This design comes from an exercise in tuning for small area on the open sky130 flow, not from production work.
Function was checked by simulation only, so behaviour that the tests miss may differ from the original.
No activity file was given, so power comes from the tool's default toggle rates.

==> design/flow/design.v <==
module clock_divider(
  input i_clk,
  input i_rst,
  output o_clk,
  output o_tick,
  input i_mode
);
localparam Clk_200KHz = 1'b0, Clk_12_5Mhz = 1'b1;
reg [7:0] r_counter_400KHz;
reg [7:0] r_counter_12_5MHz;
reg r_clk_out;
assign o_clk = r_clk_out;
assign o_tick = !r_clk_out && ((i_mode == Clk_200KHz) ? (r_counter_400KHz == 8'd125) : (r_counter_12_5MHz == 8'd1));
always @(posedge i_clk) begin
  if (i_rst) begin
    r_counter_400KHz <= 8'b0;
    r_counter_12_5MHz <= 8'b0;
    r_clk_out <= 1'b0;
  end
  else
  case (i_mode)
    Clk_200KHz: begin
      if (r_counter_400KHz == 8'd125) begin
        r_counter_400KHz <= 8'd1;
        r_clk_out <= ~r_clk_out;
      end
      else r_counter_400KHz <= r_counter_400KHz + 1'b1;
    end
    Clk_12_5Mhz: begin
      if (r_counter_12_5MHz == 8'd1) begin
        r_counter_12_5MHz <= 8'd0;
        r_clk_out <= ~r_clk_out;
      end
      else r_counter_12_5MHz <= r_counter_12_5MHz + 1'b1;
    end
  endcase
end
endmodule
module sd_card_cmd(
  input i_clk,
  input i_rst,
  input i_en,
  input i_send_cmd,
  input [2:0] i_cmd_select,
  input [31:0] i_cmd_arg,
  input io_sd_response,
  output o_confirm_pin,
  output o_CMD_OUTPUT,
  output [7:0] o_response_status
);
  reg [7:0] r_state;
  reg [47:0] r_cmd_code;
  reg [7:0] r_bit_counter;
  reg r_confirm_pin;
  reg [7:0] r_R1_response;
  reg [39:0] r_R3_response;
  reg [7:0] r_response_status;
  reg [7:0] r_rsp_type;
  reg [7:0] r_saved_rsp;
  reg r_cmd_sending;
  wire [47:0] w_cmd0 = { 2'b01, 6'd0, 32'h0 , 8'h95};
  wire [47:0] w_cmd16 = { 2'b01, 6'd16, i_cmd_arg , 8'h95};
  wire [47:0] w_cmd17 = { 2'b01, 6'd17, i_cmd_arg , 8'h95};
  wire [47:0] w_cmd41 = { 2'b01, 6'd41, 32'h0 , 8'h95};
  wire [47:0] w_cmd55 = { 2'b01, 6'd55, 32'h0 , 8'h95};
  wire [47:0] w_cmd24 = { 2'b01, 6'd24, i_cmd_arg , 8'h95};
  wire [47:0] w_cmd58 = { 2'b01, 6'd58, 32'h0 , 8'h95};
  localparam NO_CMD = 3'h0, CMD0 = 3'h1, CMD16 = 3'h2, CMD17 = 3'h3, CMD24 = 3'h4, CMD55 = 3'h5, CMD58 = 3'h6, CMD41 = 3'h7;
  localparam rsp_R1 = 8'd1, rsp_R3 = 8'd2;
  localparam Idle = 8'd0, Select_Cmd = 8'd1, Send_Cmd = 8'd2, Get_Rsp = 8'd3, Good_Rsp = 8'd4, Error = 8'd5;
  localparam No_rsp = 8'd0, No_error = 8'd1, Idle_error = 8'd2, Parameter_error = 8'd3, Address_error = 8'd4, Erase_sequence_error = 8'd5, Crc_error = 8'd6, Illegal_Command = 8'd7, Erase_reset = 8'd8;
  assign o_confirm_pin = r_confirm_pin;
  assign o_CMD_OUTPUT = r_cmd_sending ? r_cmd_code[47] : 1'b1;
  assign o_response_status = r_response_status;
  always @(posedge i_clk) begin
    if (i_rst) begin
      r_state <= 8'b0;
      r_cmd_code <= 48'b0;
      r_bit_counter <= 8'b0;
      r_confirm_pin <= 1'b0;
      r_R1_response <= 8'hFF;
      r_R3_response <= 40'hFFFFFFFFFF;
      r_response_status <= 8'b0;
      r_rsp_type <= 8'b0;
      r_saved_rsp <= 8'b0;
      r_cmd_sending <= 1'b0;
    end
    else if (i_en) begin
    if (r_confirm_pin) r_confirm_pin <= 1'b0;
    r_R1_response <= { r_R1_response[6:0], io_sd_response };
    r_R3_response <= { r_R3_response[38:0], io_sd_response };
    case (r_state)
      Idle: begin
        if (i_send_cmd) r_state <= Select_Cmd;
      end
      Select_Cmd: begin
        case (i_cmd_select)
          CMD0: begin
            r_cmd_code <= w_cmd0;
            r_rsp_type <= rsp_R1;
          end
          CMD16: begin
            r_cmd_code <= w_cmd16;
            r_rsp_type <= rsp_R1;
          end
          CMD17: begin
            r_cmd_code <= w_cmd17;
            r_rsp_type <= rsp_R1;
          end
          CMD24: begin
            r_cmd_code <= w_cmd24;
            r_rsp_type <= rsp_R1;
          end
          CMD55: begin
            r_cmd_code <= w_cmd55;
            r_rsp_type <= rsp_R1;
          end
          CMD58: begin
            r_cmd_code <= w_cmd58;
            r_rsp_type <= rsp_R3;
          end
          CMD41: begin
            r_cmd_code <= w_cmd41;
            r_rsp_type <= rsp_R1;
          end
        endcase
        r_state <= Send_Cmd;
        r_cmd_sending <= 1'b1;
      end
      Send_Cmd: begin
        if (r_bit_counter == 8'd47) begin
          r_bit_counter <= 8'b0;
          r_cmd_sending <= 1'b0;
          r_state <= Get_Rsp;
        end
        else begin
          r_bit_counter <= r_bit_counter + 1;
          r_cmd_code <= { r_cmd_code[46:0] , 1'b0};
        end
        if (r_bit_counter == 8'd46)  r_confirm_pin <= 1'b1;
      end
      Get_Rsp: begin
        case (r_rsp_type)
          rsp_R1: begin  
            if (!r_R1_response[7]) begin
              if (r_R1_response[6] || r_R1_response[5] || r_R1_response[4] || r_R1_response[3] || r_R1_response[2] || r_R1_response[1] || r_R1_response[0]) begin
                r_saved_rsp <= r_R1_response;
                r_state <= Error;
              end
              else r_state <= Good_Rsp;
              r_R1_response <= 8'hFF;
            end
          end
          rsp_R3: begin
            if (!r_R3_response[39]) begin
              if (r_R3_response[38] || r_R3_response[37] || r_R3_response[36] || r_R3_response[35] || r_R3_response[34] || r_R3_response[33] || r_R3_response[32]) begin 
                r_saved_rsp <= r_R3_response [7:0];
                r_state <= Error;  
              end
              else r_state <= Good_Rsp;
              r_R3_response <= 40'hFFFFFFFFFF;
            end
          end
        endcase
      end
      Good_Rsp: begin
        r_confirm_pin <= 1'b1;
        r_response_status <= No_error;
        r_state <= Idle;
      end
      Error: begin
        r_confirm_pin <= 1'b1;
        r_state <= Idle;
        if (r_saved_rsp[0]) r_response_status <= Idle_error;
        else if (r_saved_rsp[1]) r_response_status <= Erase_reset;
        else if (r_saved_rsp[2]) r_response_status <= Illegal_Command;
        else if (r_saved_rsp[3]) r_response_status <= Crc_error;
        else if (r_saved_rsp[4]) r_response_status <= Erase_sequence_error;
        else if (r_saved_rsp[5]) r_response_status <= Address_error;
        else if (r_saved_rsp[6]) r_response_status <= Parameter_error;
      end
    endcase
  end
  end
endmodule
module sd_card_init(
  input i_clk,
  input i_rst,
  input i_en,
  output o_init_finished,
  output o_sd_cs,
  output o_send_cmd,
  output [2:0] o_cmd_select,
  output [31:0] o_cmd_arg,
  input i_confirm_pin,
  input [7:0] i_response_status
);
  reg [7:0] r_state;
  localparam Asertcs = 8'd0, Delay75 = 8'd1, Delay16 = 8'd2, CMD0_send = 8'd3, CMD55_send = 8'd4, CMD41_send = 8'd5, CMD58_send = 8'd6, Set_clk_max = 8'd7, Init_done = 8'd8, Ups = 8'hFF;
  reg r_init_finished;
  reg r_sd_cs;
  reg [7:0] r_delay_counter; 
  reg [7:0] r_error_code;
  reg [7:0] r_cmd_send_sub_state;
  localparam Cmd_send_select = 8'd0, Cmd_send_drive_pin = 8'd2, Cmd_send_confirm_wait = 8'd3, Cmd_send_response = 8'd4, Cmd_send_done = 8'd5, Cmd_send_error = 8'd6;
  reg [2:0] r_cmd;
  reg [31:0] r_cmd_arg;
  reg r_send_cmd;
  localparam NO_CMD = 3'h0, CMD0 = 3'h1, CMD16 = 3'h2, CMD17 = 3'h3, CMD24 = 3'h4, CMD55 = 3'h5, CMD58 = 3'h6, CMD41 = 3'h7;
  localparam Rsp_no_rsp = 8'd0, Rsp_no_error = 8'd1, Rsp_idle_error = 8'd2, Rsp_Parameter_error = 8'd3, Rsp_address_error = 8'd4, Rsp_erase_sequence_error = 8'd5, Rsp_crc_error = 8'd6, Rsp_illegal_command = 8'd7, Rsp_erase_reset = 8'd8;
  assign o_init_finished = r_init_finished;
  assign o_sd_cs = r_sd_cs;
  assign o_cmd_arg = r_cmd_arg;
  assign o_send_cmd = r_send_cmd;
  assign o_cmd_select = r_cmd;
  always @(posedge i_clk) begin
    if (i_rst) begin
      r_state <= 8'd0;
      r_init_finished <= 1'b0;
      r_sd_cs <= 1'b0;
      r_delay_counter <= 8'b0;
      r_error_code <= 8'd0;
      r_cmd_send_sub_state <= 8'b0;
      r_cmd <= 3'b0;
      r_cmd_arg <= 32'b0;
      r_send_cmd <= 1'b0;
    end
    else if (i_en) begin
    case (r_state)
          Asertcs: begin
            r_sd_cs <= 1'b1;
            r_delay_counter <= 8'b0;
            r_state <= Delay75;
          end
          Delay75: begin
            if (r_delay_counter == 8'd75) begin
              r_delay_counter <= 8'b0;
              r_sd_cs <= 1'b0;
              r_state <= Delay16;
            end
            else r_delay_counter <= r_delay_counter + 8'd1;
          end
          Delay16: begin
            if (r_delay_counter == 8'd15) begin
              r_delay_counter <= 8'b0;
              r_state <= CMD0_send;
            end
            else r_delay_counter <= r_delay_counter + 8'd1;
          end
          CMD0_send: begin
            case (r_cmd_send_sub_state)
              Cmd_send_select: begin
                r_cmd <= CMD0;  
                r_cmd_arg <= 32'b0;  
                r_send_cmd <=  1'b1;
                r_cmd_send_sub_state <= Cmd_send_drive_pin;
              end
              Cmd_send_drive_pin: begin
                r_send_cmd <= 1'b0;
                r_cmd_send_sub_state <= Cmd_send_confirm_wait;
              end
              Cmd_send_confirm_wait: begin
                if (i_confirm_pin) begin
                  r_cmd <= NO_CMD;
                  r_cmd_send_sub_state <= Cmd_send_response;
                end
              end
              Cmd_send_response: begin
                if (i_confirm_pin) begin
                  if (i_response_status == Rsp_no_error) r_cmd_send_sub_state <= Cmd_send_done;
                  else begin
                    r_error_code <= i_response_status;
                    r_cmd_send_sub_state <= Cmd_send_error;
                  end
                end
              end
              Cmd_send_error: begin
                r_sd_cs <= 1'b1;
                r_cmd_send_sub_state <= Cmd_send_select;
                case (r_error_code) 
                  Rsp_idle_error: r_state <= CMD55_send;
                  Rsp_erase_reset: r_state <= Ups;
                  Rsp_illegal_command: r_state <= Ups;
                  Rsp_crc_error: r_state <= Ups;
                  Rsp_erase_sequence_error: r_state <= Ups;
                  Rsp_address_error: r_state <= Ups;
                  Rsp_Parameter_error: r_state <= Ups;
                endcase
              end
              Cmd_send_done: begin
                r_sd_cs <= 1'b1;
                r_cmd_send_sub_state <= Cmd_send_select;
                r_state <= CMD55_send;  
              end
            endcase
          end
          CMD55_send: begin
            case (r_cmd_send_sub_state)
              Cmd_send_select: begin
                r_sd_cs <= 1'b0;
                r_cmd <= CMD55;  
                r_cmd_arg <= 32'b0;  
                r_send_cmd <=  1'b1;
                r_cmd_send_sub_state <= Cmd_send_drive_pin;
              end
              Cmd_send_drive_pin: begin
                r_send_cmd <= 1'b0;
                r_cmd_send_sub_state <= Cmd_send_confirm_wait;
              end
              Cmd_send_confirm_wait: begin
                if (i_confirm_pin) begin
                  r_cmd <= NO_CMD;
                  r_cmd_send_sub_state <= Cmd_send_response;
                end
              end
              Cmd_send_response: begin
                if (i_confirm_pin) begin
                  if (i_response_status == Rsp_no_error) r_cmd_send_sub_state <= Cmd_send_done;
                  else begin
                    r_error_code <= i_response_status;
                    r_cmd_send_sub_state <= Cmd_send_error;
                  end
                end
              end
              Cmd_send_error: begin
                r_sd_cs <= 1'b1;
                r_cmd_send_sub_state <= Cmd_send_select;
                case (r_error_code) 
                  Rsp_idle_error: r_state <= CMD41_send;
                  Rsp_erase_reset: r_state <= Ups;
                  Rsp_illegal_command: r_state <= Ups;
                  Rsp_crc_error: r_state <= Ups;
                  Rsp_erase_sequence_error: r_state <= Ups;
                  Rsp_address_error: r_state <= Ups;
                  Rsp_Parameter_error: r_state <= Ups;
                endcase
              end
              Cmd_send_done: begin
                r_sd_cs <= 1'b1;
                r_cmd_send_sub_state <= Cmd_send_select;
                r_state <= CMD41_send;  
              end
            endcase
          end
          CMD41_send: begin
            case (r_cmd_send_sub_state)
              Cmd_send_select: begin
                r_sd_cs <= 1'b0;
                r_cmd <= CMD41;  
                r_cmd_arg <= 32'b0;  
                r_send_cmd <=  1'b1;
                r_cmd_send_sub_state <= Cmd_send_drive_pin;
              end
              Cmd_send_drive_pin: begin
                r_send_cmd <= 1'b0;
                r_cmd_send_sub_state <= Cmd_send_confirm_wait;
              end
              Cmd_send_confirm_wait: begin
                if (i_confirm_pin) begin
                  r_cmd <= NO_CMD;
                  r_cmd_send_sub_state <= Cmd_send_response;
                end
              end
              Cmd_send_response: begin
                if (i_confirm_pin) begin
                  if (i_response_status == Rsp_no_error) r_cmd_send_sub_state <= Cmd_send_done;
                  else begin
                    r_error_code <= i_response_status;
                    r_cmd_send_sub_state <= Cmd_send_error;
                  end
                end
              end
              Cmd_send_error: begin
                r_sd_cs <= 1'b1;
                r_cmd_send_sub_state <= Cmd_send_select;
                case (r_error_code) 
                  Rsp_idle_error: r_state <= CMD55_send;
                  Rsp_erase_reset: r_state <= Ups;
                  Rsp_illegal_command: r_state <= Ups;
                  Rsp_crc_error: r_state <= Ups;
                  Rsp_erase_sequence_error: r_state <= Ups;
                  Rsp_address_error: r_state <= Ups;
                  Rsp_Parameter_error: r_state <= Ups;
                endcase
              end
              Cmd_send_done: begin
                r_sd_cs <= 1'b1;
                r_cmd_send_sub_state <= Cmd_send_select;
                r_state <= CMD58_send;  
              end
            endcase
          end
          CMD58_send: begin
            case (r_cmd_send_sub_state)
              Cmd_send_select: begin
                r_sd_cs <= 1'b0;
                r_cmd <= CMD58;  
                r_cmd_arg <= 32'b0;  
                r_send_cmd <=  1'b1;
                r_cmd_send_sub_state <= Cmd_send_drive_pin;
              end
              Cmd_send_drive_pin: begin
                r_send_cmd <= 1'b0;
                r_cmd_send_sub_state <= Cmd_send_confirm_wait;
              end
              Cmd_send_confirm_wait: begin
                if (i_confirm_pin) begin
                  r_cmd <= NO_CMD;
                  r_cmd_send_sub_state <= Cmd_send_response;
                end
              end
              Cmd_send_response: begin
                if (i_confirm_pin) begin
                  if (i_response_status == Rsp_no_error) r_cmd_send_sub_state <= Cmd_send_done;
                  else begin
                    r_error_code <= i_response_status;
                    r_cmd_send_sub_state <= Cmd_send_error;
                  end
                end
              end
              Cmd_send_error: begin
                r_sd_cs <= 1'b1;
                r_cmd_send_sub_state <= Cmd_send_select;
                case (r_error_code) 
                  Rsp_idle_error: r_state <= Ups;
                  Rsp_erase_reset: r_state <= Ups;
                  Rsp_illegal_command: r_state <= Ups;
                  Rsp_crc_error: r_state <= Ups;
                  Rsp_erase_sequence_error: r_state <= Ups;
                  Rsp_address_error: r_state <= Ups;
                  Rsp_Parameter_error: r_state <= Ups;
                endcase
              end
              Cmd_send_done: begin
                r_sd_cs <= 1'b1;
                r_cmd_send_sub_state <= Cmd_send_select;
                r_state <= Set_clk_max;  
              end
            endcase
          end
          Set_clk_max: begin
            r_init_finished <= 1'b1;
            r_state <= Init_done;
          end
          Ups: begin
            r_state <= Ups;
          end
          Init_done: r_state <= Init_done;
    endcase
  end
  end
endmodule
module sd_card_read(
  input i_clk,
  input i_rst,
  input i_en,
  input [31:0] i_addr,
  input [7:0] i_accept_register,
  output [7:0] o_status,
  output [7:0] o_data,
  output [31:0] o_addr,
  output o_wr_nrd,
  input i_start_read,
  output o_read_done,
  output o_send_cmd,
  output [2:0] o_cmd_select,
  output [31:0] o_cmd_arg,
  input i_confirm_pin,
  input [7:0] i_response_status
);
  reg [7:0] r_statusreg;
  reg r_read_done;
  reg [7:0] r_data;
  reg [31:0] r_addr;
  reg r_wr_nrd;
  reg [7:0] r_cmd_send_sub_state;
  localparam Cmd_send_select = 8'd0, Cmd_send_drive_pin = 8'd2, Cmd_send_confirm_wait = 8'd3, Cmd_send_response = 8'd4, Cmd_send_done = 8'd5, Cmd_send_error = 8'd6;
  reg r_send_cmd;
  reg [2:0] r_cmd;
  reg [31:0] r_cmd_arg;
  localparam NO_CMD = 3'h0, CMD0 = 3'h1, CMD16 = 3'h2, CMD17 = 3'h3, CMD24 = 3'h4, CMD55 = 3'h5, CMD58 = 3'h6, CMD41 = 3'h7;
  localparam Rsp_no_rsp = 8'd0, Rsp_no_error = 8'd1, Rsp_idle_error = 8'd2, Rsp_Parameter_error = 8'd3, Rsp_address_error = 8'd4, Rsp_erase_sequence_error = 8'd5, Rsp_crc_error = 8'd6, Rsp_illegal_command = 8'd7, Rsp_erase_reset = 8'd8;
  reg [31:0] r_byte_counter;
  reg [7:0] r_shifting_one;
  reg [7:0] r_error_code;
  reg [7:0] r_error_save_register;
  reg [7:0] r_status;
  localparam R_error_card_locked = 8'd1, R_error_out_of_range = 8'd2, R_error_card_ECC_failed = 8'd3, R_error_card_controller_error = 8'd4, R_error_unspecified_error = 8'd5;
  reg [7:0] r_state;
  localparam Read_Idle = 8'd0, Read_CMD17_send = 8'd1, Read_data = 8'd2, Read_data_accept = 8'd3, Read_done = 8'd4, Read_status_done = 8'd5, Read_error = 8'hFF;
  reg [7:0] r_read_accept_state;
  assign o_status = r_status;
  assign o_data = r_data;
  assign o_addr = r_addr;
  assign o_wr_nrd = r_wr_nrd;
  assign o_send_cmd = r_send_cmd;
  assign o_cmd_arg = r_cmd_arg;
  assign o_cmd_select = r_cmd;
  assign o_read_done = r_read_done;
  always @(posedge i_clk) begin
    if (i_rst) begin
      r_statusreg <= 8'b0;
      r_read_done <= 8'b0;
      r_data <= 8'b0;
      r_addr <= 32'b0;
      r_wr_nrd <= 1'b0;
      r_cmd_send_sub_state <= 8'b0;
      r_send_cmd <= 1'b0;
      r_cmd <= 3'b0;
      r_cmd_arg <= 32'b0;
      r_byte_counter <= 32'd0;
      r_shifting_one <= 8'd0;
      r_error_code <= 8'd0;
      r_error_save_register <= 8'd0;
      r_status <= 8'd0;
      r_state <= 8'd0;
      r_read_accept_state <= 8'd0;
    end
    else if (i_en) begin
    r_shifting_one <= {r_shifting_one[6:0], r_shifting_one[7]};
    case (r_state)
      Read_Idle: begin
        if (i_start_read) r_state <= Read_CMD17_send;
      end
      Read_CMD17_send: begin
        case (r_cmd_send_sub_state)
          Cmd_send_select: begin
            r_cmd <= CMD17;  
            r_cmd_arg <= i_addr;  
            r_send_cmd <=  1'b1;
            r_cmd_send_sub_state <= Cmd_send_drive_pin;
          end
          Cmd_send_drive_pin: begin
            r_send_cmd <= 1'b0;
            r_cmd_send_sub_state <= Cmd_send_confirm_wait;
          end
          Cmd_send_confirm_wait: begin
            if (i_confirm_pin) begin
              r_cmd <= NO_CMD;
              r_cmd_send_sub_state <= Cmd_send_response;
            end
          end
          Cmd_send_response: begin
            if (i_confirm_pin) begin
              r_shifting_one <= 8'h04;
              if (i_response_status == Rsp_no_error) r_cmd_send_sub_state <= Cmd_send_done;
              else begin
                r_error_code <= i_response_status;
                r_cmd_send_sub_state <= Cmd_send_error;
              end
            end
          end
          Cmd_send_error: begin
            r_cmd_send_sub_state <= Cmd_send_select;
            case (r_error_code)  
              Rsp_idle_error: r_state <= Read_error;
              Rsp_erase_reset: r_state <= Read_error;
              Rsp_illegal_command: r_state <= Read_error;
              Rsp_crc_error: r_state <= Read_error;
              Rsp_erase_sequence_error: r_state <= Read_error;
              Rsp_address_error: r_state <= Read_error;
              Rsp_Parameter_error: r_state <= Read_error;
            endcase
          end
          Cmd_send_done: begin
            r_cmd_send_sub_state <= Cmd_send_select;
            r_state <= Read_data_accept;  
          end
        endcase
      end
      Read_data_accept: begin
        case (r_read_accept_state)
          8'd0: begin
            if (r_shifting_one[7]) begin
              if (i_accept_register == 8'hFE) begin
                r_shifting_one <= 8'd0;
                r_read_accept_state <= 8'd1;
              end
              else if (i_accept_register[7] == 1'b0 && i_accept_register[6] == 1'b0 && i_accept_register[5] == 1'b0) begin 
                r_shifting_one <= 8'd0;
                r_error_save_register <= i_accept_register;
                r_read_accept_state <= 8'd29;
              end
            end
          end
          8'd1, 8'd2, 8'd3, 8'd4, 8'd5, 8'd6, 8'd7: begin
            r_wr_nrd <= 1'b0;
            r_read_accept_state <= r_read_accept_state + 8'd1;
          end
          8'd8: begin
            r_data <= i_accept_register;
            r_addr <= r_byte_counter;
            r_wr_nrd <= 1'b1;
            if (r_byte_counter == 32'd511) begin
              r_byte_counter <= 32'd0;
              r_read_accept_state <= 8'd10;
            end
            else begin
              r_byte_counter <= r_byte_counter + 32'd1;
              r_read_accept_state <= 8'd1;
            end
          end
          8'd10: begin
            r_wr_nrd <= 1'b0;
            r_read_accept_state <= r_read_accept_state + 8'd1;
          end
          8'd11, 8'd12, 8'd13, 8'd14, 8'd15, 8'd16, 8'd17, 8'd18, 8'd19, 8'd20, 8'd21, 8'd22, 8'd23, 8'd24, 8'd25: r_read_accept_state <= r_read_accept_state + 8'd1; 
          8'd26: begin
            r_read_accept_state <= 8'd0;
            r_state <= Read_done;
          end
          8'd29: begin  
            r_error_code <= 8'd0;
            r_read_accept_state <= 8'd0;
            r_state <= Read_error;
            if (r_error_save_register[4]) r_error_code <= R_error_card_locked;
            else if (r_error_save_register[3]) r_error_code <= R_error_out_of_range;
            else if (r_error_save_register[2]) r_error_code <= R_error_card_ECC_failed;
            else if (r_error_save_register[1]) r_error_code <= R_error_card_controller_error;
            else if (r_error_save_register[0]) r_error_code <= R_error_unspecified_error;
          end
        endcase
      end
      Read_done: begin
        r_status <= 8'd1;  
        r_read_done <= 1'b1;
        r_state <= Read_status_done;
      end
      Read_status_done: begin
        r_read_done <= 1'b0;
        r_state <= Read_Idle;
      end
      Read_error: r_state <= Read_error;
    endcase
  end
  end
endmodule
module sd_card_write(
  input i_clk,
  input i_rst,
  input i_en,
  input [31:0] i_addr,
  output [7:0] o_status,
  output [31:0] o_addr,
  output o_wr_nrd,
  input [7:0] i_data,
  input [7:0] i_accept_register,
  output o_cmd_line_select,
  output o_write_data_output,
  input i_sd_DO,
  input i_start_write,
  output o_write_done,
  output o_send_cmd,
  output [2:0] o_cmd_select,
  output [31:0] o_cmd_arg,
  input i_confirm_pin,
  input [7:0] i_response_status
);
  reg [7:0] r_state;
  localparam Write_Idle = 8'd0, Write_CMD24_send = 8'd1, Write_send_data = 8'd2, Write_busy_wait = 8'd3, Write_status_done = 8'd4, Write_Error = 8'hFF;
  reg r_cmd_line_select;
  reg [7:0] r_write_data_output;
  reg [7:0] r_cmd_send_sub_state;
  localparam Cmd_send_select = 8'd0, Cmd_send_drive_pin = 8'd2, Cmd_send_confirm_wait = 8'd3, Cmd_send_response = 8'd4, Cmd_send_done = 8'd5, Cmd_send_error = 8'd6;
  reg [2:0] r_cmd;
  reg [31:0] r_cmd_arg;
  reg r_send_cmd;
  localparam NO_CMD = 3'h0, CMD0 = 3'h1, CMD16 = 3'h2, CMD17 = 3'h3, CMD24 = 3'h4, CMD55 = 3'h5, CMD58 = 3'h6, CMD41 = 3'h7;
  localparam Rsp_no_rsp = 8'd0, Rsp_no_error = 8'd1, Rsp_idle_error = 8'd2, Rsp_Parameter_error = 8'd3, Rsp_address_error = 8'd4, Rsp_erase_sequence_error = 8'd5, Rsp_crc_error = 8'd6, Rsp_illegal_command = 8'd7, Rsp_erase_reset = 8'd8;
  reg [7:0] r_error_code;
  reg [7:0] r_error_save_register;
  reg [7:0] r_status;
  localparam R_error_card_locked = 8'd1, R_error_out_of_range = 8'd2, R_error_card_ECC_failed = 8'd3, R_error_card_controller_error = 8'd4, R_error_unspecified_error = 8'd5;
  reg [31:0] r_byte_counter;
  reg [7:0] r_shifting_one;
  reg [7:0] r_statusreg;
  reg r_write_done;
  reg [7:0] r_data;
  reg [31:0] r_addr;
  reg r_wr_nrd;
  localparam Status_read_complete = 8'd1, Status_write_complete = 8'd2, Status_write_error = 8'd3;
  reg [7:0] r_write_send_data_state;
  reg [7:0] r_write_data_response_token;
  assign o_status = r_status;
  assign o_addr = r_addr;
  assign o_wr_nrd = r_wr_nrd;
  assign o_send_cmd = r_send_cmd;
  assign o_cmd_arg = r_cmd_arg;
  assign o_cmd_select = r_cmd;
  assign o_write_done = r_write_done;
  assign o_cmd_line_select = r_cmd_line_select;
  assign o_write_data_output = r_write_data_output[7];
  always @(posedge i_clk) begin
    if (i_rst) begin
      r_state <= 8'b0;
      r_cmd_line_select <= 1'b0;
      r_write_data_output <= 8'b0;
      r_cmd_send_sub_state <= 8'b0;
      r_cmd <= 3'b0;
      r_cmd_arg <= 32'b0;
      r_send_cmd <= 1'b0;
      r_error_code <= 8'd0;
      r_error_save_register <= 8'd0;
      r_status <= 8'd0;
      r_byte_counter <= 32'd0;
      r_shifting_one <= 8'd0;
      r_statusreg <= 8'b0;
      r_write_done <= 8'b0;
      r_data <= 8'b0;
      r_addr <= 32'b0;
      r_wr_nrd <= 1'b0;
      r_write_send_data_state <= 8'd0;
      r_write_data_response_token <= 8'd0;
    end
    else if (i_en) begin
    if (r_cmd_line_select) r_write_data_output <= {r_write_data_output[6:0] , r_write_data_output[7]};
    r_shifting_one <= {r_shifting_one[6:0], r_shifting_one[7]};
    case (r_state)
      Write_Idle: begin
        if (i_start_write) r_state <= Write_CMD24_send;
      end
      Write_CMD24_send: begin
        case (r_cmd_send_sub_state)
          Cmd_send_select: begin
            r_cmd <= CMD24;  
            r_cmd_arg <= i_addr;  
            r_send_cmd <=  1'b1;
            r_cmd_send_sub_state <= Cmd_send_drive_pin;
          end
          Cmd_send_drive_pin: begin
            r_send_cmd <= 1'b0;
            r_cmd_send_sub_state <= Cmd_send_confirm_wait;
          end
          Cmd_send_confirm_wait: begin
            if (i_confirm_pin) begin
              r_cmd <= NO_CMD;
              r_cmd_send_sub_state <= Cmd_send_response;
            end
          end
          Cmd_send_response: begin
            if (i_confirm_pin) begin
              r_shifting_one <= 8'h04;
              if (i_response_status == Rsp_no_error) r_cmd_send_sub_state <= Cmd_send_done;
              else begin
                r_error_code <= i_response_status;
                r_cmd_send_sub_state <= Cmd_send_error;
              end
            end
          end
          Cmd_send_error: begin
            r_cmd_send_sub_state <= Cmd_send_select;
            case (r_error_code) 
              Rsp_idle_error: r_state <= Write_Error;
              Rsp_erase_reset: r_state <= Write_Error;
              Rsp_illegal_command: r_state <= Write_Error;
              Rsp_crc_error: r_state <= Write_Error;
              Rsp_erase_sequence_error: r_state <= Write_Error;
              Rsp_address_error: r_state <= Write_Error;
              Rsp_Parameter_error: r_state <= Write_Error;
            endcase
          end
          Cmd_send_done: begin
            r_cmd_send_sub_state <= Cmd_send_select;
            r_state <= Write_send_data;  
          end
        endcase
      end
      Write_send_data: begin
        case (r_write_send_data_state)
          8'd0: begin
            if (r_shifting_one[6]) begin
              r_cmd_line_select <= 1'b1;
              r_write_data_output <= 8'hFE;
              r_write_send_data_state <= 8'd1;
              r_byte_counter <= 32'd0;
            end
          end
          8'd1: begin
            if (r_shifting_one[5]) begin
              if (r_byte_counter == 32'd512) begin  
                r_byte_counter <= 32'd0;
                r_write_send_data_state <= 8'd2;
              end
              else begin
                r_addr <= r_byte_counter;
                r_byte_counter <= r_byte_counter + 32'd1;
              end
            end
            else if (r_shifting_one[6]) r_write_data_output <= i_data;
          end
          8'd2: begin
            r_write_data_output <= 8'hFF;
            r_write_send_data_state <= 8'd3;
          end
          8'd3: if (r_shifting_one[6]) r_write_send_data_state <= 8'd4;
          8'd4: if (r_shifting_one[6]) r_write_send_data_state <= 8'd5;
          8'd5: begin
            if (r_shifting_one[6]) begin
              r_shifting_one <= 8'd0;
              r_write_data_output <= 8'd0;
              r_cmd_line_select <= 1'b0;
              r_write_send_data_state <= 8'd6;
            end
          end
          8'd6: begin
            r_write_data_response_token <= i_accept_register;
            r_write_send_data_state <= 8'd7;
          end
          8'd7: begin
            case (r_write_data_response_token[3:1])
              3'b010: begin  
                r_write_send_data_state <= 8'd0;
                r_statusreg <= Status_write_complete;
                r_state <= Write_busy_wait;
              end
              3'b101: begin  
                r_write_send_data_state <= 8'd0;
                r_statusreg <= Status_write_error;
                r_state <= Write_busy_wait;
              end
              3'b110: begin  
                r_write_send_data_state <= 8'd0;
                r_statusreg <= Status_write_error;
                r_state <= Write_busy_wait;
              end
              default: begin
                r_write_send_data_state <= 8'd0;
                r_statusreg <= Status_write_error;
                r_state <= Write_busy_wait;
              end
            endcase
          end
        endcase
      end
      Write_busy_wait: begin
        if (i_sd_DO) begin
          r_write_done <= 1'b1;
          r_state <= Write_status_done;
        end
      end
      Write_status_done: begin
        r_write_done <= 1'b0;
        r_state <= Write_Idle;
      end
      Write_Error: r_state <= Write_Error;
    endcase
  end
  end
endmodule
module sd_card_controller(
  input i_clk,
  input i_rst,
  input [31:0] i_addr,
  input [7:0] i_controlreg,
  input [7:0] i_data,
  output [7:0] o_statusreg,
  output o_write_statusreg,
  output [7:0] o_data,
  output [31:0] o_addr,
  output o_wr_nrd,
  output o_req,
  input i_SD_DAT0_DO,
  output o_SD_DAT3_nCS,
  output o_SD_DAT3_nCS_oe,
  output o_SD_CMD_DI,
  output o_SD_CMD_DI_oe,
  output o_SD_CLK,
  input i_SD_WP_N
);
  reg [7:0] r_state;
  reg [7:0] r_sub_states;
  localparam Init = 8'b0, Idle = 8'h01, Read = 8'h02, Write = 8'h03; 
  localparam ctrlreg_no_operation = 8'd0, ctrlreg_read_operation = 8'd1, ctrlreg_write_operation = 8'd2;
  wire w_cmd_line_select;
  wire w_write_data_output;
  wire w_CMD_OUTPUT;
  wire w_send_cmd;
  wire w_send_cmd_Read;
  wire w_send_cmd_Write;
  wire w_send_cmd_Init;
  wire [7:0] w_response_status;
  wire [2:0] w_cmd_select;
  wire [2:0] w_cmd_select_Read;
  wire [2:0] w_cmd_select_Write;
  wire [2:0] w_cmd_select_Init;
  wire [31:0] w_cmd_arg;
  wire [31:0] w_cmd_arg_Read;
  wire [31:0] w_cmd_arg_Write;
  wire [31:0] w_cmd_arg_Init;
  wire [7:0] w_data_Read;
  wire [7:0] w_status_Read;
  wire [7:0] w_status_Write;
  wire [31:0] w_addr_Read;
  wire [31:0] w_addr_Write;
  wire w_wr_nrd;
  wire w_wr_nrd_Read;
  wire w_wr_nrd_Write;
  wire w_mode;
  wire w_sd_tick;
  wire w_confirm_pin;
  wire w_read_done;
  wire w_write_done;
  wire w_SD_CD_init_module;
  assign o_req = 1'b1;
  assign w_send_cmd = (r_state == Init) ? w_send_cmd_Init :
                      (r_state == Read) ? w_send_cmd_Read :
                      (r_state == Write) ? w_send_cmd_Write :
                      1'b0;
  assign w_cmd_select = (r_state == Init) ? w_cmd_select_Init :
                        (r_state == Read) ? w_cmd_select_Read :
                        (r_state == Write) ? w_cmd_select_Write :
                        3'b0;
  assign w_cmd_arg = (r_state == Init) ? w_cmd_arg_Init :
                     (r_state == Read) ? w_cmd_arg_Read:
                     (r_state == Write) ? w_cmd_arg_Write :
                      32'b0;
  assign o_statusreg = (r_state == Read) ? w_status_Read :
                       (r_state == Write) ? w_status_Write :
                       8'b0;
  assign o_data = w_data_Read;
  assign o_addr = (r_state == Read) ? w_addr_Read :
                  (r_state == Write) ? w_addr_Write :
                  32'b0;
  assign o_wr_nrd = (r_state == Read) ? w_wr_nrd_Read :
                    (r_state == Write) ? w_wr_nrd_Write :
                    1'b0;
  reg r_drive_SD_DI;
  reg r_drive_SD_CS;
  wire w_SD_DI;
  wire w_SD_CS;
  assign o_SD_CMD_DI = w_SD_DI;
  assign o_SD_CMD_DI_oe = r_drive_SD_DI;
  assign o_SD_DAT3_nCS = w_SD_CS;
  assign o_SD_DAT3_nCS_oe = r_drive_SD_CS;
  assign w_SD_DI = w_cmd_line_select ? w_write_data_output : w_CMD_OUTPUT;
  assign w_SD_CS = (r_state == Init) ? w_SD_CD_init_module : 1'b0;
  reg [7:0] r_accept_register;
  reg r_start_read;
  reg r_start_write;
  reg r_write_statusreg;
  wire [7:0] w_accept_register = r_accept_register;
  wire w_start_read = r_start_read;
  wire w_start_write = r_start_write;
  assign o_write_statusreg = r_write_statusreg;
  clock_divider cd(.i_clk(i_clk),.i_rst(i_rst),.o_clk(o_SD_CLK),.o_tick(w_sd_tick),.i_mode(w_mode));
  sd_card_init sci(
    .i_clk(i_clk),
    .i_rst(i_rst),
    .i_en(w_sd_tick),
    .o_init_finished(w_mode),
    .o_sd_cs(w_SD_CD_init_module),
    .o_send_cmd(w_send_cmd_Init),
    .o_cmd_select(w_cmd_select_Init),
    .o_cmd_arg(w_cmd_arg_Init),
    .i_confirm_pin(w_confirm_pin),
    .i_response_status(w_response_status)
  );
  sd_card_read scr(
    .i_clk(i_clk),
    .i_rst(i_rst),
    .i_en(w_sd_tick),
    .i_addr(i_addr),
    .i_accept_register(w_accept_register),
    .o_status(w_status_Read),
    .o_data(w_data_Read),
    .o_addr(w_addr_Read),
    .o_wr_nrd(w_wr_nrd_Read),
    .i_start_read(w_start_read),
    .o_read_done(w_read_done),
    .o_send_cmd(w_send_cmd_Read),
    .o_cmd_select(w_cmd_select_Read),
    .o_cmd_arg(w_cmd_arg_Read),
    .i_confirm_pin(w_confirm_pin),
    .i_response_status(w_response_status)
  );
  sd_card_write scw(
    .i_clk(i_clk),
    .i_rst(i_rst),
    .i_en(w_sd_tick),
    .i_addr(i_addr),
    .o_status(w_status_Write),
    .o_addr(w_addr_Write),
    .o_wr_nrd(w_wr_nrd_Write),
    .i_data(i_data),
    .i_accept_register(w_accept_register),
    .o_cmd_line_select(w_cmd_line_select),
    .o_write_data_output(w_write_data_output),
    .i_sd_DO(i_SD_DAT0_DO),
    .i_start_write(w_start_write),
    .o_write_done(w_write_done),
    .o_send_cmd(w_send_cmd_Write),
    .o_cmd_select(w_cmd_select_Write),
    .o_cmd_arg(w_cmd_arg_Write),
    .i_confirm_pin(w_confirm_pin),
    .i_response_status(w_response_status)
  );
  sd_card_cmd scc(
    .i_clk(i_clk),
    .i_rst(i_rst),
    .i_en(w_sd_tick),
    .i_send_cmd(w_send_cmd),
    .i_cmd_select(w_cmd_select),
    .i_cmd_arg(w_cmd_arg),
    .io_sd_response(i_SD_DAT0_DO),
    .o_confirm_pin(w_confirm_pin),
    .o_CMD_OUTPUT(w_CMD_OUTPUT),
    .o_response_status(w_response_status)
  );
  always @(posedge i_clk) begin
    if (i_rst) begin
      r_state <= 8'd0;
      r_sub_states <= 8'd0;
      r_drive_SD_DI <= 1'b0;
      r_drive_SD_CS <= 1'b0;
      r_accept_register <= 8'd0;
      r_start_read <= 1'b0;
      r_start_write <= 1'b0;
      r_write_statusreg <= 1'b0;
    end
    else if (w_sd_tick) begin
    r_accept_register <= { r_accept_register[6:0], i_SD_DAT0_DO };
    case (r_state)
      Init: begin
        r_drive_SD_CS <= 1'b1;
        r_drive_SD_DI <= 1'b1;
        if (w_mode) begin
          r_drive_SD_CS <= 1'b0;
          r_drive_SD_DI <= 1'b0;
          r_state <= Idle;
        end
      end
      Idle: begin
        if (i_controlreg == ctrlreg_read_operation) r_state <= Read;
        else if(i_controlreg == ctrlreg_write_operation) r_state <= Write;
      end
      Read: begin
        case (r_sub_states)
          8'd0: begin
            r_drive_SD_CS <= 1'b1;
            r_drive_SD_DI <= 1'b1;
            r_start_read <= 1'b1;
            r_sub_states <= r_sub_states + 8'd1;
          end
          8'd1: begin
            r_start_read <= 1'b0;
            if (w_read_done) begin
              r_write_statusreg <= 1'b1;
              r_sub_states <= r_sub_states + 8'd1;
            end
          end
          8'd2: begin
            r_drive_SD_CS <= 1'b0;
            r_drive_SD_DI <= 1'b0;
            r_write_statusreg <= 1'b0;
            r_sub_states <= 8'd0;
            r_state <= Idle;
          end
        endcase
      end
      Write: begin
        case (r_sub_states)
          8'd0: begin
            r_drive_SD_CS <= 1'b1;
            r_drive_SD_DI <= 1'b1;
            r_start_write <= 1'b1;
            r_sub_states <= r_sub_states + 8'd1;
          end
          8'd1: begin
            r_start_write <= 1'b0;
            if (w_write_done) begin
              r_write_statusreg <= 1'b1;
              r_sub_states <= r_sub_states + 8'd1;
            end
          end
          8'd2: begin
            r_drive_SD_CS <= 1'b0;
            r_drive_SD_DI <= 1'b0;
            r_write_statusreg <= 1'b0;
            r_sub_states <= 8'd0;
            r_state <= Idle;
          end
        endcase
      end
    endcase
  end
  end
endmodule
==> design/flow/run.sh <==
#!/bin/bash
# synth_recipe.tcl (not shown) runs the flow's synth.tcl, then flattens the netlist and writes it again
# the make line also repeats each setting of config.mk as NAME=value (left out here)
make -C /OpenROAD-flow-scripts/flow DESIGN_CONFIG=/design/flow/config.mk WORK_HOME=/design/flow/orfs CLKGATE_MAP_FILE= SYNTH_SCRIPT=/design/flow/synth_recipe.tcl finish
==> design/flow/config.mk <==
export PLATFORM = sky130hd
export DESIGN_NAME = sd_card_controller
export DESIGN_NICKNAME = sd_card_controller
export VERILOG_FILES = /design/flow/design.v
export SDC_FILE = /design/flow/constraint.sdc
export NUM_CORES = 4
export LEC_CHECK = 0
export CAP_MARGIN = 20
export CORE_MARGIN = 2
export CORE_UTILIZATION = 40
export SLEW_MARGIN = 20
==> design/flow/constraint.sdc <==
create_clock -name core_clock -period 10.0 [get_ports {i_clk}]
set_input_delay 2.0000 -clock core_clock [delete_from_list [all_inputs] [get_ports {i_clk}]]
set_output_delay 2.0000 -clock core_clock [all_outputs]
set_load 0.01 [all_outputs]
==> out/results.ini <==
[yosys]
ys_types=88
synth_top_flop_cell=dfxtp_1
synth_edf_count=0
syn_area_sq_um=21500
ys_warn_count=6
avgSynthCellArea_sq_um=7.99
ys_ff_latch=461
seq_area_frac_synth=0.430
synthArstFlopShare=0
post_synth_inst_count=2688

[global_routing]
grt_pass1_wl_mm=92.8
antenna_found_initial=0
grt_overflow=0
first_global_vias=18007
grt_start_max_net_pins=137
gr-usage-all-layers=0.200

[timing]
fmax_ghz=0.196
holdWs_ns=0.452
post-route-min-period_ns=5.09
clock_skew_ns=0.0116
rsz0062_at_grt=false
finalSetupTns_ns=0
setup_ws_ns=4.91
period_share=0.509
setup_viol=0
hold_viol_final=0
worst_pin_slew_ns=1.08
drv_slew=0
maxSlewHeadroom=0.279

[route]
num_vias=18873
wl_per_cell_um=16.7
drc=0
wl_mm=56.8
ant_nets=0
viasPerCell=5.55
first_pass_iters=5
dr.first_iter.drc_count=1559

[final_layout]
stdcell_count=3400
fill_cells=5233
area_delta_synth_final_pct=14.1
multi_input_area_sq_um=11400
post-route-cell-area_sq_um=24500
antenna_cells=0
final_util=0.464
fin_nets=2748
regArea_sq_um=9230
drive_gt1_frac=0.0631

[placed_design]
port_buffers=98
place_inst=3308
dp_hpwl_mm=37.3
pre_cts_slack_ns=5.43
place_area_sq_um=22800
place_congestion=0.858

[critical_path]
critPathRequiredTime_ns=8.00
worstSetupStartpoint=r_state[0]
rr_startpoint=sci.r_init_finished
crit_path_max_incr_delay_ns=0.76
critPathCapture=o_addr[0]
ff2ff_path_depth=7
end_kind=output port
crit_chain=buf_4 -> mux2i_1 -> nor2_1 -> clkdlybuf4s50_1
r2r_setup_slack_ns=6.04
crit-reg2reg-capture=scw.r_state[1]
cp.arrival_ns=3.09
critPathKind=reg2out
startpoint_type=flip-flop
cp_slowest_cell=dfxtp_4
cp_max_fo=43

[floorplanning]
die_y_um=236
rows=84
die_area_sq_um=55600
coreArea_sq_um=52900
start_util=0.406
die_x_um=236
io_pins=108

[cts]
root_buffer=clkbuf_16
hold_buffers=0
clock_latency_ns=0.59
h-tree-depth=2
ctsResizeCount=0
cts_sinks=461
postCtsSetupRepairBufs=0
numCtsBuffers=49
ctsLongestPathBuffers=3
path_clk_slew_ns=0.06
cts_tree=yes

[power]
vdd_drop_max_v=0.000137
p_leak_nw=7.52
power.density_nw_per_um2=155
p_total_mw=3.79

[status]
status=complete, no violations

[job]
drv_cap=0

[worst_hold_path]
hold_path_class=reg2reg

cell usage after synthesis (all sizes together) (24+ instances only):
cell type / instances / area share
nand3: 67 / 0.016
xor2: 38 / 0.015
nor4: 42 / 0.013
a21oi: 329 / 0.077
inv: 42 / 0.0073
nor3: 113 / 0.027
xnor2: 43 / 0.018
o21ai: 107 / 0.025
nand2: 391 / 0.068
nor2: 325 / 0.057
ha: 24 / 0.014
nand4: 34 / 0.0099
mux2i: 96 / 0.045
clkbuf: 154 / 0.027
dfxtp: 461 / 0.43
a211oi: 67 / 0.024
buf: 44 / 0.011
critical path: cells and delay by family, from the launching register on:
| kind | cells | cell delay (ns) |
|---|---|---|
| flops | 1 | 0.76 |
| buf+inv | 2 | 1.18 |
| mux | 1 | 0.43 |
| simple gates | 1 | 0.09 |
layout make-up:
cell class,instances,share of cell area
repair buffers,125,0.0490
clock inverters,25,0.0121
multi-input cells,1991,0.464
inverters,44,0.00674
well taps,688,0.0351
flip-flops and latches,461,0.377
clock buffers,66,0.0567
where the power goes:
part / internal, mW / total (mW) / switching (mW)
registers: 1.84 / 1.84 / 0.00243
logic: 0.0252 / 0.0697 / 0.0445
clock network: 1.11 / 1.88 / 0.775
cell usage in the layout, fill, tap and decap left out, types with 10 or more instances in the layout:
master	instances
nor2b_1	19
clkbuf_16	49
ha_1	24
clkdlybuf4s50_1	97
a22oi_1	22
a21oi_1	328
nand4_1	34
nor3_1	110
dfxtp_1	460
and2_1	17
and3_1	21
a211oi_1	65
buf_4	26
xor2_1	38
o21ai_0	102
nor4_1	38
xnor2_1	43
or4_1	12
mux2i_1	96
inv_1	41
or3_1	14
clkbuf_8	10
o21a_1	10
nand2b_1	15
nand2_1	391
nor2_1	324
nand3_1	66
layer usage:
| layer | share of wire | track usage | vias to the layer above | routed length, um |
|---|---|---|---|---|
| met1 | 0.46 | 0.265 | 8972 | 26400 |
| met4 | 0.026 | 0.0633 | 0 | 1470 |
| li1 | - | - | 9387 | - |
| met2 | 0.46 | 0.335 | 417 | 26400 |
| met3 | 0.046 | 0.0294 | 97 | 2610 |
| met5 | 0 | 0 | - | 0 |
state kept, by name (all words and copies together), names as in the netlist, 32 cells and up:
register and flops:
scw.r_byte_counter 32, scr.r_cmd_arg 32, scw.r_cmd_arg 32, scr.r_byte_counter 32, scw.r_addr 32, scc.r_cmd_code 48
scr.r_addr 32, scc.r_R3_response 40
kinds of logic (layout without fill, tap and decap cells):
group | after synthesis | after routing | synth area share
AND/OR/NAND/NOR | 1126 | 1126 | 0.243
flip-flops | 461 | 461 | 0.430
multiplexers | 104 | 104 | 0.0489
other | 2 | 8 | 0.000350
buffers and inverters | 242 | 260 | 0.0453
XOR/XNOR | 81 | 81 | 0.0330
adder cells (fa/ha/maj) | 24 | 24 | 0.0140
AO/OA/AOI/OAI | 648 | 648 | 0.186
worst min path at each step:
stage                     slack (ns)           endpoint         startpoint  cells after the start
after floorplan                 0.42    r_sub_states[3]    r_sub_states[3]                      1
after global placement          0.44    r_sub_states[3]    r_sub_states[3]                      1
after detailed placement        0.45     scr.r_addr[19]     scr.r_addr[19]                      2
after CTS                       0.45   scr.r_cmd_arg[8]   scr.r_cmd_arg[8]                      2
after global routing            0.47  scr.r_cmd_arg[18]  scr.r_cmd_arg[18]                      2
final                           0.45  scr.r_cmd_arg[18]  scr.r_cmd_arg[18]                      2

-- port drivers added, routing unchanged --
In the flow no input, the clock included, has a driving cell. The finished layout below was timed again as built, in two steps. Step 1 assumes that a clkbuf_16 drives the clock port and a buf_2 every other input. Step 2 also shifts input and output timing later by t, the mid clock arrival at the registers, as if the neighbouring blocks saw the same clock. Three values: ideal, step 1, step 2; two values: the first two.
shift t [ns]: 0.640
slack for setup (ns): 4.905 / 4.851 / 5.491
worst setup path after step 2: register to output
After both steps this run still meets setup and hold. For this run, drivers alone change the setup slack by -0.054 ns; drivers and shift together by +0.586 ns.
